Context: an optimization exercise on an open-source flow, tuned for small area and a short achievable clock period. The choices shown serve that exercise and are no tape-out recipe. In this exercise RTL edits were held to simulation tests only and were not proved equivalent to the original. No driver is modelled on the clock port, so clocking that relies on it looks cheaper here than on a real chip. Power figures rest on the tool's default switching activity, not on a simulated workload.

Setup of exp/onyx:
// parameterized_signed_alu
module parameterized_signed_alu #(parameter in_data_width=16,out_data_width=16,arith_out_data_width=32)(
input signed [in_data_width-1:0]A,B,
input clk,rst,
input [3:0]alu_fn,
output shift_flag,arith_flag,logic_flag,cmp_flag,carry_out,
output [out_data_width-1:0]shift_out,logic_out,cmp_out,
output signed[arith_out_data_width-1:0] arith_out
);
Size: roughly 2600 cells after synthesis, about 48 flip-flops, ~120 I/O pins, roughly 16000 um2 of cells after synthesis.
clock: 85.0 ns
lec_check: 0
abc_area: 1
cap_margin: 20
core_margin: 2
core_utilization: 70
slew_margin: 20
synth_hierarchical: 1
synth_minimum_keep_size: 0
run.sh (not shown) runs the stock make flow with config.mk's settings and CLKGATE_MAP_FILE= SYNTH_SCRIPT=/design/flow/synth_recipe.tcl, a recipe that flattens the netlist after the stock synthesis.
Setup changes, exp/onyx to exp/sierra
Settings: a change of CORE_UTILIZATION from 70 to 40.
==> run notes <==
Of exp/onyx and exp/sierra, exp/onyx shows the lower instance count after placement with tap cells included, with exp/sierra above it.
Taking exp/onyx as the reference point, the tap cell count of exp/sierra rises by about 80%.
Launch point of the worst path = w[26]$_DFF_P_: exp/sierra; launch point of the worst path = B[3]: exp/onyx
[compare] base=exp/onyx new=exp/sierra: routed wire length increased by about 6% relative to the old numbers, power decreased by 2.6% relative to the old numbers, time the worst path needs with I/O delays and setup increased by 0.14 ns relative to the old numbers, sequential share of layout area closely matched the old numbers, switching power share of the total decreased by 1.0 points relative to the old numbers.
exp/sierra ends up with higher post-synthesis to final-layout area growth than exp/onyx does.
Compared with exp/onyx, exp/sierra shows a total global-route track usage that is 17 points lower.
#### Input delta (exp/fjord over exp/sierra)
Settings: a change of CORE_UTILIZATION from 40 to 70.
==> flow/flow/run.sh (new file) <==
#!/bin/bash
cp standard.sh standard.sh.txt
export BUFFER_PORTS_ARGS="-buffer_cell sky130_fd_sc_hd__buf_2"
bash standard.sh > standard.log 2>&1
==> flow/standard.sh (new file) <==
#!/bin/bash
# synth_recipe.tcl (not shown) runs the flow's synth.tcl, then flattens the netlist and writes it again
# the make line also repeats each setting of config.mk as NAME=value (left out here)
make -C /OpenROAD-flow-scripts/flow DESIGN_CONFIG=/design/flow/config.mk WORK_HOME=/design/flow/orfs CLKGATE_MAP_FILE= SYNTH_SCRIPT=/design/flow/synth_recipe.tcl "${@:-finish}"
removed: flow/run.sh
Compared with exp/sierra, exp/fjord shows slew at the pin with the worst max-slew slack lower by 0.028 ns.
Of the two values seen for topmost layer with routed signal wires, met4 was produced by exp/sierra and met5 by exp/fjord.
Compared with exp/sierra, in exp/fjord area taken by multi-input logic gates now sits at about the same level, area of the core fell by about 43%.
[inputs] exp/juniper vs exp/fjord
Settings: changing CORE_UTILIZATION from 70 to 85.
==> flow/run.sh (new file) <==
#!/bin/bash
# synth_recipe.tcl (not shown) runs the flow's synth.tcl, then flattens the netlist and writes it again
# the make line also repeats each setting of config.mk as NAME=value (left out here)
make -C /OpenROAD-flow-scripts/flow DESIGN_CONFIG=/design/flow/config.mk WORK_HOME=/design/flow/orfs CLKGATE_MAP_FILE= SYNTH_SCRIPT=/design/flow/synth_recipe.tcl finish
removed: flow/flow/run.sh
removed: flow/standard.sh
### Flow results
- In the summary table, exp/juniper is marked failed, with error GPL-0301 raised in global placement.
- Going from exp/fjord to exp/juniper, die span in y down 14 um; sequential area share after synthesis flat; share of synthesized flip-flops with an asynchronous set or reset stayed essentially flat.
- Arithmetic-cell share of the synthesized area counting full adders, half adders and majority gates came out exactly the same in exp/fjord and exp/juniper.
- For number of flops mapped to enable cells by yosys, exp/fjord and exp/juniper come out practically identical.
- Area after synthesis: exp/juniper vs exp/fjord identical
- Per the comparison of exp/juniper with exp/fjord, number of core rows fell by 5; boundary pin count held steady.
- Going from exp/fjord to exp/juniper, initial cell density of the core grows by 15 points.
- Diff exp/fjord..exp/juniper | synthesized cell count | negligible
- exp/juniper vs exp/fjord on width of the die: exp/juniper is the lower one.


Starting RTL as in the previous note.
Design parameterized_signed_alu, start of the top module:
module parameterized_signed_alu #(parameter in_data_width=16,out_data_width=16,arith_out_data_width=32)(
input signed [in_data_width-1:0]A,B,
input clk,rst,
input [3:0]alu_fn,
output shift_flag,arith_flag,logic_flag,cmp_flag,carry_out,
output [out_data_width-1:0]shift_out,logic_out,cmp_out,
output signed[arith_out_data_width-1:0] arith_out
);
export LEC_CHECK = 0
export ABC_AREA = 1
export CAP_MARGIN = 20
export CORE_MARGIN = 2
export CORE_UTILIZATION = 70
export SLEW_MARGIN = 20
export SYNTH_HIERARCHICAL = 1
export SYNTH_MINIMUM_KEEP_SIZE = 0
create_clock -name core_clock -period 85.0 [get_ports {clk}]
standard.sh (not shown) runs the stock make flow with config.mk's settings and CLKGATE_MAP_FILE= SYNTH_SCRIPT=/design/flow/synth_recipe.tcl, a recipe that flattens the netlist after the stock synthesis.
==> flow/flow/run.sh <==
#!/bin/bash
export BUFFER_PORTS_ARGS="-buffer_cell sky130_fd_sc_hd__buf_2"
export PRE_CTS_TCL="$PWD/flow/tighten.tcl"
export TIGHT_PERIOD=29.0
bash standard.sh > standard.log 2>&1
==> flow/flow/tighten.tcl <==
# Runs at the start of the CTS step (PRE_CTS_TCL), on the placed design.
# Repair setup timing against a clock of TIGHT_PERIOD ns (same input/output delays),
# legalize, then restore the step's own constraints (the design's clock period).
set sdc_in $::env(RESULTS_DIR)/3_place.sdc
set f [open $sdc_in r]
set txt [read $f]
close $f
regsub -all -- {-period\s+[0-9.]+} $txt "-period $::env(TIGHT_PERIOD)" tight
set tight_sdc $::env(OBJECTS_DIR)/tight_clock.sdc
set f [open $tight_sdc w]
puts $f $tight
close $f

set_dont_use $::env(DONT_USE_CELLS)
read_sdc $tight_sdc
estimate_parasitics -placement
puts "tighten: worst slack at $::env(TIGHT_PERIOD) ns before repair: [sta::worst_slack_cmd max]"
repair_timing -setup -repair_tns 100 -verbose
detailed_placement
estimate_parasitics -placement
puts "tighten: worst slack at $::env(TIGHT_PERIOD) ns after repair: [sta::worst_slack_cmd max]"
read_sdc $sdc_in
puts "tighten: constraints restored from $sdc_in, worst slack [sta::worst_slack_cmd max]"
Next try:
==> flow/flow/run.sh (replaced) <==
#!/bin/bash
export BUFFER_PORTS_ARGS="-buffer_cell sky130_fd_sc_hd__buf_2"
export PRE_CTS_TCL="$PWD/flow/tighten.tcl"
export TIGHT_PERIOD=30.5
bash standard.sh > standard.log 2>&1
After rerunning: Count of clock-buffer cells in the layout is lower by 1; total power falls by a few percent; area after synthesis does not change; utilization is lower by 4.6 points; non-clock buffer count went down by 80; sequential power came out lower by a few percent; final cell count falls by a few percent.


## run 1
Another version of the RTL of parameterized_signed_alu (not shown whole).
For scale: about 2600 cells after synthesis, roughly 120 I/O pins, about 16000 um2 of cells after synthesis.
export LEC_CHECK = 0
export ABC_AREA = 1
export CAP_MARGIN = 20
export CORE_MARGIN = 2
export CORE_UTILIZATION = 78
export SLEW_MARGIN = 20
export SYNTH_HIERARCHICAL = 1
export SYNTH_MINIMUM_KEEP_SIZE = 0
create_clock -name core_clock -period 85.0 [get_ports {clk}]
==> flow/flow/run.sh <==
#!/bin/bash
# The standard layout (standard.sh), with two changes:
#  - the port buffers are sky130_fd_sc_hd__buf_2 instead of the buffer the
#    port-buffering step picks by default (every port still gets one);
#  - before clock-tree synthesis, flip-flops with 8 or more loads get drive
#    strength 4 (flow/upsize_ff.tcl); their cell type is unchanged.
# Each tool's output goes to the ORFS logs under orfs/logs; make's output to standard.log.
export BUFFER_PORTS_ARGS="-buffer_cell sky130_fd_sc_hd__buf_2"
export PRE_CTS_TCL="$PWD/flow/upsize_ff.tcl"
bash standard.sh > standard.log 2>&1
==> flow/flow/upsize_ff.tcl <==
# Upsize flip-flops that drive many loads (drive strength only; the cell type stays the same).
proc upsize_ff { min_fo size } {
  set n 0
  set block [[[ord::get_db] getChip] getBlock]
  foreach inst [$block getInsts] {
    set m [[$inst getMaster] getName]
    if { ![regexp {^(sky130_fd_sc_hd__(dfxtp|dfrtp))_1$} $m -> base] } { continue }
    set fo 0
    foreach it [$inst getITerms] {
      if { [$it isOutputSignal] } {
        set net [$it getNet]
        if { $net == "NULL" } { continue }
        foreach lt [$net getITerms] { if { [$lt isInputSignal] } { incr fo } }
      }
    }
    if { $fo < $min_fo } { continue }
    set lc [get_lib_cells -quiet ${base}_$size]
    if { $lc != "" } { replace_cell [get_cells [$inst getName]] $lc; incr n }
  }
  puts "upsize_ff: resized $n flip-flops (fanout >= $min_fo) to size $size"
}

# Runs at the start of the CTS step (PRE_CTS_TCL): stronger drive for the result
# register's high-fanout bits, which start the paths after the register.
upsize_ff 8 4
detailed_placement
For run 2, these inputs were changed with respect to run 1:
Settings: CORE_UTILIZATION now 70, was 78.
==> flow/flow/run.sh <==
#!/bin/bash
cp standard.sh standard.sh.txt
export BUFFER_PORTS_ARGS="-buffer_cell sky130_fd_sc_hd__buf_2"
bash standard.sh > standard.log 2>&1
removed: flow/flow/upsize_ff.tcl
Results
- Looking at number of fill cells in the layout across run 2 and run 1, the one that comes out lower is run 1.
- Overall routing resource usage was higher in the run labelled run 1.
- End point of the critical path: arith_out[5] -> run 2, arith_out[14] -> run 1
- Run 2 reached the final stage; the timing, design-rule and antenna checks on its layout passed.
- Run 1 closes out successfully: all stages finished, all timing, DRC and antenna checks passed.
- Taking run 1 as the reference, in run 2 last weighted congestion value of the routability-driven placer saw a decrease, hold slack went up, overall power down about 4.5%, fraction of cell area in non-clock buffers level.
- After detailed routing, run 1 needs more wire than run 2.
- Of run 2 and run 1, the lower sequential share of layout area belongs to run 2.
- Fraction of power consumed by combinational cells, run 2 and run 1: lower on run 2
Modified inputs, run 3 compared to run 2
==> flow/flow/run.sh <==
#!/bin/bash
# The standard layout (standard.sh), with two changes:
#  - the port buffers are sky130_fd_sc_hd__buf_2 instead of the buffer the
#    port-buffering step picks by default (every port still gets one);
#  - before clock-tree synthesis, flip-flops with 8 or more loads get drive
#    strength 4 (flow/upsize_ff.tcl); their cell type is unchanged.
# Each tool's output goes to the ORFS logs under orfs/logs; make's output to standard.log.
export BUFFER_PORTS_ARGS="-buffer_cell sky130_fd_sc_hd__buf_2"
export PRE_CTS_TCL="$PWD/flow/upsize_ff.tcl"
bash standard.sh > standard.log 2>&1
==> flow/flow/upsize_ff.tcl (new file) <==
# Upsize flip-flops that drive many loads (drive strength only; the cell type stays the same).
proc upsize_ff { min_fo size } {
  set n 0
  set block [[[ord::get_db] getChip] getBlock]
  foreach inst [$block getInsts] {
    set m [[$inst getMaster] getName]
    if { ![regexp {^(sky130_fd_sc_hd__(dfxtp|dfrtp))_1$} $m -> base] } { continue }
    set fo 0
    foreach it [$inst getITerms] {
      if { [$it isOutputSignal] } {
        set net [$it getNet]
        if { $net == "NULL" } { continue }
        foreach lt [$net getITerms] { if { [$lt isInputSignal] } { incr fo } }
      }
    }
    if { $fo < $min_fo } { continue }
    set lc [get_lib_cells -quiet ${base}_$size]
    if { $lc != "" } { replace_cell [get_cells [$inst getName]] $lc; incr n }
  }
  puts "upsize_ff: resized $n flip-flops (fanout >= $min_fo) to size $size"
}

# Runs at the start of the CTS step (PRE_CTS_TCL): stronger drive for the result
# register's high-fanout bits, which start the paths after the register.
upsize_ff 8 4
detailed_placement
### Flow results
Run 3 -> run 2: number of antenna violations at the first check in global routing delta 0, exact match
Relative to run 2, sequential share of layout area has increased by 0.38 points in run 3.
Re quantity of I/O buffers inserted on ports: no difference whatsoever between run 2 and run 3.
A source of the critical timing path of w[26] is what run 2 shows, while B[0] belongs to run 3.
Run 3 vs. run 2: arrival time reported for the critical path endpoint has increased; sequential power has increased.

## separate check: timing with driven ports
How much do the figures lean on ideal ports? The routed layouts below were timed once more, with nothing changed but the port constraints.
Step 1 (the two cells are an assumption about what drives the block):
set clk [get_ports {clk}]
set_driving_cell -lib_cell sky130_fd_sc_hd__clkbuf_16 $clk
set_driving_cell -lib_cell sky130_fd_sc_hd__buf_2 [delete_from_list [all_inputs] $clk]
Step 2 adds t to the input delays and takes it off the output delays; t is the mean of the earliest and latest rising clock arrival at the registers after step 1. Input paths then give back, and output paths get back, about the clock's delay inside the block.
Slacks: no drivers / after step 1 / after step 2; pairs: no drivers / after step 1.
run	t, ns	setup WS [ns]	latest minus earliest clock arrival (ns)
exp/onyx	0.335	53.812 / 53.835 / 53.500	0.014 / 0.014
exp/sierra	0.340	53.677 / 53.635 / 53.638	0.008 / 0.008
exp/fjord	0.328	54.298 / 54.301 / 53.987	0.009 / 0.009
the first run of note 2	0.326	55.374 / 55.335 / 55.120	0.012 / 0.012
the second run of note 2	0.334	54.321 / 54.278 / 54.399	0.010 / 0.010
run 1	0.336	55.170 / 55.130 / 55.360	0.004 / 0.004
run 2	0.328	55.179 / 55.134 / 55.104	0.004 / 0.004
run 3	0.333	55.404 / 55.392 / 55.099	0.011 / 0.011
After both steps setup and hold are still met in every run listed. For exp/onyx, which loses most, drivers alone change the setup slack by +0.023 ns; drivers and shift together by -0.312 ns.
